What follows belongs to an exercise in optimizing a design on an open flow for small area, a short achievable clock period and few clock cycles; a production flow would make more cautious choices. The flow treats the clock pin as an ideal source, which a real chip does not have. Power is estimated from default activity; no workload was simulated.

== run K ==
==> flow/design.v <==
module median_fliter(
  input                  clk,
  input                  rst,
  input               enable,
  input  [7:0]     RAM_IMG_Q,
  input  [7:0]     RAM_OUT_Q,
  output          RAM_IMG_OE,
  output          RAM_IMG_WE,
  output [15:0]    RAM_IMG_A,
  output [7:0]     RAM_IMG_D,
  output          RAM_OUT_OE,
  output          RAM_OUT_WE,
  output [15:0]    RAM_OUT_A,
  output [7:0]     RAM_OUT_D,
  output                done
);
  localparam LK = 3;             
  localparam K  = 1 << LK;       
  localparam L  = K + 2;         
  localparam [3:0] RI_LAST = L - 1;
  reg        go;         
  reg        running;    
  reg        oe;         
  reg        first;      
  reg        flush;      
  reg  [7:0] rrow;       
  reg  [7:0] rcol;       
  reg  [3:0] ri;         
  reg        ri_last;    
  reg        done_reg;
  reg  [4:0] vp;         
  wire row_pad  = ((ri == 4'd0) & (rrow == 8'd255)) | (ri_last & (rrow == 8'd0));
  always @(posedge clk, posedge rst) begin
    if (rst) begin
      go      <= 1'b0;
      running <= 1'b0;
      oe      <= 1'b0;
    end else begin
      go <= enable & ~running & ~go;
      if (go) begin
        running <= 1'b1;
        oe      <= 1'b1;
      end else if (ri_last) begin
        if (rcol == 8'd255 && rrow == 8'd0) oe <= 1'b0;    
        if (flush) running <= 1'b0;
      end
    end
  end
  always @(posedge clk) begin
    if (go) begin
      first <= 1'b1;
      flush <= 1'b0;
      rrow  <= 8'd255;
      rcol  <= 8'd0;
      ri      <= 4'd0;
      ri_last <= 1'b0;
    end else if (!ri_last) begin
      ri      <= ri + 4'd1;
      ri_last <= (ri == RI_LAST - 4'd1);
      rrow <= rrow + 8'd1;
    end else begin
      ri      <= 4'd0;
      ri_last <= 1'b0;
      first   <= 1'b0;
      rcol  <= rcol + 8'd1;
      if (rcol == 8'd255) begin
        rrow <= rrow - 8'd1;
        if (rrow == 8'd0) flush <= 1'b1;
      end else begin
        rrow <= rrow - RI_LAST;
      end
    end
  end
  wire v0  = running & ~first & (ri >= 4'd2);   
  wire mn0 = (rcol == 8'd0);                    
  reg       pad1;
  reg [1:0] mn;
  always @(posedge clk, posedge rst) begin
    if (rst) vp <= 5'd0;
    else     vp <= {vp[3:0], v0};
  end
  always @(posedge clk) begin
    pad1 <= row_pad;
    mn   <= {mn[0], mn0};
  end
  reg [7:0] din;
  reg [7:0] dl [1:2*L];
  integer k;
  always @(posedge clk) begin
    din     <= RAM_IMG_Q & {8{~pad1}};
    dl[1]   <= din;
    for (k = 2; k <= 2*L; k = k + 1) dl[k] <= dl[k-1];
    dl[L+1] <= dl[L] & {8{~mn[1]}};
  end
  wire [7:0] ta = dl[2*L];                  
  wire [7:0] tb = dl[L];                    
  wire [7:0] tc = din & {8{~mn[1]}};        
  function gt8(input [7:0] a, input [7:0] b);
    integer i;
    reg g;
    begin
      g = 1'b0;
      for (i = 0; i < 8; i = i + 1)
        g = (a[i] & ~b[i]) | ((a[i] | ~b[i]) & g);
      gt8 = g;
    end
  endfunction
  function [7:0] max3(input [7:0] a, input [7:0] b, input [7:0] c);
    reg x, y, z;
    begin
      x = gt8(a, b);
      y = gt8(b, c);
      z = gt8(a, c);
      max3 = (x & z) ? a : (~x & y) ? b : c;
    end
  endfunction
  function [7:0] min3(input [7:0] a, input [7:0] b, input [7:0] c);
    reg x, y, z;
    begin
      x = gt8(a, b);
      y = gt8(b, c);
      z = gt8(a, c);
      min3 = (~x & ~z) ? a : (x & ~y) ? b : c;
    end
  endfunction
  function [7:0] med3(input [7:0] a, input [7:0] b, input [7:0] c);
    reg x, y, z;
    begin
      x = gt8(a, b);
      y = gt8(b, c);
      z = gt8(a, c);
      med3 = (x ^ z) ? a : (x ^ y) ? c : b;
    end
  endfunction
  reg [7:0] lo0, md0, hi0, lo1, md1, hi1, md2, lo12, hi12;
  always @(posedge clk) begin
    lo0  <= min3(ta, tb, tc);
    md0  <= med3(ta, tb, tc);
    hi0  <= max3(ta, tb, tc);
    lo1  <= lo0;  md1 <= md0;  hi1 <= hi0;
    md2  <= md1;
    lo12 <= gt8(lo0, lo1) ? lo0 : lo1;
    hi12 <= gt8(hi0, hi1) ? hi1 : hi0;
  end
  reg [7:0] mxlo, mdmd, mnhi, dout;
  always @(posedge clk) begin
    mxlo <= gt8(lo12, lo0) ? lo12 : lo0;
    mdmd <= med3(md0, md1, md2);
    mnhi <= gt8(hi12, hi0) ? hi0 : hi12;
    dout <= med3(mxlo, mdmd, mnhi);
  end
  wire we = vp[4];
  reg [15:0] wa;      
  reg        wlast;   
  always @(posedge clk) begin
    if (go) begin
      wa    <= 16'hffff;
      wlast <= 1'b0;
    end else if (vp[3]) begin
      wa    <= wa + 16'd1;
      wlast <= (wa == 16'hfffe);
    end
  end
  always @(posedge clk, posedge rst) begin
    if (rst) done_reg <= 1'b0;
    else if (enable && !running) done_reg <= 1'b0;
    else if (we && wlast) done_reg <= 1'b1;
  end
  assign RAM_IMG_OE = oe;
  assign RAM_IMG_WE = 1'b0;
  assign RAM_IMG_A  = {rrow, rcol};
  assign RAM_IMG_D  = 8'd0;
  assign RAM_OUT_OE = 1'b0;
  assign RAM_OUT_WE = we;
  assign RAM_OUT_A  = {wa[15:8+LK], wa[LK-1:0], wa[7+LK:LK]};
  assign RAM_OUT_D  = dout;
  assign done       = done_reg;
endmodule
export LEC_CHECK = 0
export CAP_MARGIN = 20
export CORE_MARGIN = 2
export CORE_UTILIZATION = 65
export PLACE_DENSITY = 0.75
export SLEW_MARGIN = 20
create_clock -name core_clock -period 10.0 [get_ports {clk}]
standard.sh (not shown) runs the stock make flow with config.mk's settings and CLKGATE_MAP_FILE= SYNTH_SCRIPT=/design/flow/synth_recipe.tcl, a recipe that flattens the netlist after the stock synthesis.
==> flow/flow/run.sh <==
#!/bin/bash
# The standard layout (the standard.sh, standard synthesis) with: ports
# buffered by buf_4, clock tree sinks clustered by 30 without dummy loads, and
# after CTS the flip-flops that drive output ports given drive strength 2.
set -euo pipefail
bash standard.sh BUFFER_PORTS_ARGS="-buffer_cell sky130_fd_sc_hd__buf_2" \
  CTS_ARGS="-sink_clustering_enable -repair_clock_nets -sink_clustering_size 30 -sink_clustering_max_diameter 100 -dont_use_dummy_load -sink_clustering_levels 1" \
  SETUP_SLACK_MARGIN=6.95 POST_CTS_TCL="$PWD/flow/post_cts.tcl" finish > standard.log 2>&1
==> flow/flow/post_cts.tcl <==
# Give each flip-flop that drives an output port's buffer a stronger drive.
proc upsize_output_flops {strength} {
  set db [ord::get_db]
  set block [ord::get_db_block]
  set n 0
  foreach bt [$block getBTerms] {
    if {[$bt getIoType] != "OUTPUT"} { continue }
    set net [$bt getNet]
    if {$net == "NULL"} { continue }
    foreach it [$net getITerms] {
      if {![$it isOutputSignal]} { continue }
      set buf [$it getInst]
      foreach bit [$buf getITerms] {
        if {![$bit isInputSignal]} { continue }
        set bnet [$bit getNet]
        if {$bnet == "NULL"} { continue }
        foreach dit [$bnet getITerms] {
          if {![$dit isOutputSignal]} { continue }
          set inst [$dit getInst]
          set master [[$inst getMaster] getName]
          if {[regexp {^(sky130_fd_sc_hd__df\w+)_1$} $master -> base]} {
            set new [$db findMaster ${base}_$strength]
            if {$new != "NULL"} {
              $inst swapMaster $new
              incr n
            }
          }
        }
      }
    }
  }
  puts "upsize: $n output flip-flops to drive $strength"
}

upsize_output_flops 2
### run K -> run B
-- flow/design.v --
<<< run K, line 97
  wire [7:0] tc = din & {8{~mn[1]}};        
  function gt8(input [7:0] a, input [7:0] b);
    integer i;
    reg g;
    begin
      g = 1'b0;
      for (i = 0; i < 8; i = i + 1)
        g = (a[i] & ~b[i]) | ((a[i] | ~b[i]) & g);
      gt8 = g;
    end
  endfunction
>>> run B, line 97
  wire [7:0] tc = din & {8{~mn[1]}};        
  function gt8(input [7:0] a, input [7:0] b);
    reg [7:0] g, p;
    reg [3:0] g1, p1;
    reg [1:0] g2, p2;
    integer i;
    begin
      g = a & ~b;
      p = a | ~b;
      for (i = 0; i < 4; i = i + 1) begin
        g1[i] = g[2*i+1] | (p[2*i+1] & g[2*i]);
        p1[i] = p[2*i+1] & p[2*i];
      end
      for (i = 0; i < 2; i = i + 1) begin
        g2[i] = g1[2*i+1] | (p1[2*i+1] & g1[2*i]);
        p2[i] = p1[2*i+1] & p1[2*i];
      end
      gt8 = g2[1] | (p2[1] & g2[0]);
    end
  endfunction
<<< run K, line 152
  wire we = vp[4];
  reg [15:0] wa;      
  reg        wlast;   
  always @(posedge clk) begin
    if (go) begin
      wa    <= 16'hffff;
      wlast <= 1'b0;
    end else if (vp[3]) begin
      wa    <= wa + 16'd1;
      wlast <= (wa == 16'hfffe);
    end
  end
  always @(posedge clk, posedge rst) begin
    if (rst) done_reg <= 1'b0;
    else if (enable && !running) done_reg <= 1'b0;
    else if (we && wlast) done_reg <= 1'b1;
  end
  assign RAM_IMG_OE = oe;
>>> run B, line 161
  wire we = vp[4];
  reg [15:0] wa;      
  always @(posedge clk) begin
    if (go)
      wa <= 16'hffff;
    else if (vp[3])
      wa <= wa + 16'd1;
  end
  always @(posedge clk, posedge rst) begin
    if (rst) done_reg <= 1'b0;
    else if (enable && !running) done_reg <= 1'b0;
    else if (we && (&wa)) done_reg <= 1'b1;
  end
  assign RAM_IMG_OE = oe;
==> comparison <==
Against run K, run B comes in 0.42 points lower on layout buffering overhead excluding clock cells.
Of run K and run B, run K shows the higher post-synthesis sequential element count, with run B below it.
Run B: data required time at the worst endpoint is 2390 ps lower than what run K reported.
From run K to run B the numbers moved as follows: initial DRC count +125, met1 usage +2.8 points, share of the clock period used by the worst path after layout -0.62 points, portion of the post-synthesis area used by sequential elements -6.1 points, global routing usage summed across all routing layers +0.94 points.
The non-clock buffer count reported for run B is smaller than that of run K by 5.1%.
Final standard cell area without fillers (higher): run B
Looking at remaining max-slew budget at the tightest pin across run K and run B, the one that comes out lower is run B.
Run comparison: run K dominant power group registers; run B dominant power group combinational logic
As of run B, via count had risen by more than 10% compared to run K.
Density: run B sparser than run K
No functional check of the RTL was part of any run of this note.

port drivers added, routing unchanged:
Ports are ideal in the flow. The routed layouts listed here were re-timed in OpenROAD.
Step 1 (the two cells are an assumption about what drives the block):
set clk [get_ports {clk}]
set_driving_cell -lib_cell sky130_fd_sc_hd__clkbuf_16 $clk
set_driving_cell -lib_cell sky130_fd_sc_hd__buf_2 [delete_from_list [all_inputs] $clk]
Step 2 adds t to the input delays and takes it off the output delays; t is the mean of the earliest and latest rising clock arrival at the registers after step 1. Input paths then give back, and output paths get back, about the clock's delay inside the block.
Slacks: ideal / step 1 / step 2; pairs: ideal / step 1.
| run | shift t [ns] | setup slack, ns | cell pins on the clock port's net |
|---|---|---|---|
| run K | 0.518 | 6.899 / 6.899 / 6.899 | 1 |
| run B | 0.526 | 6.961 / 6.915 / 7.186 | 1 |
After both steps every run listed still meets setup and hold.
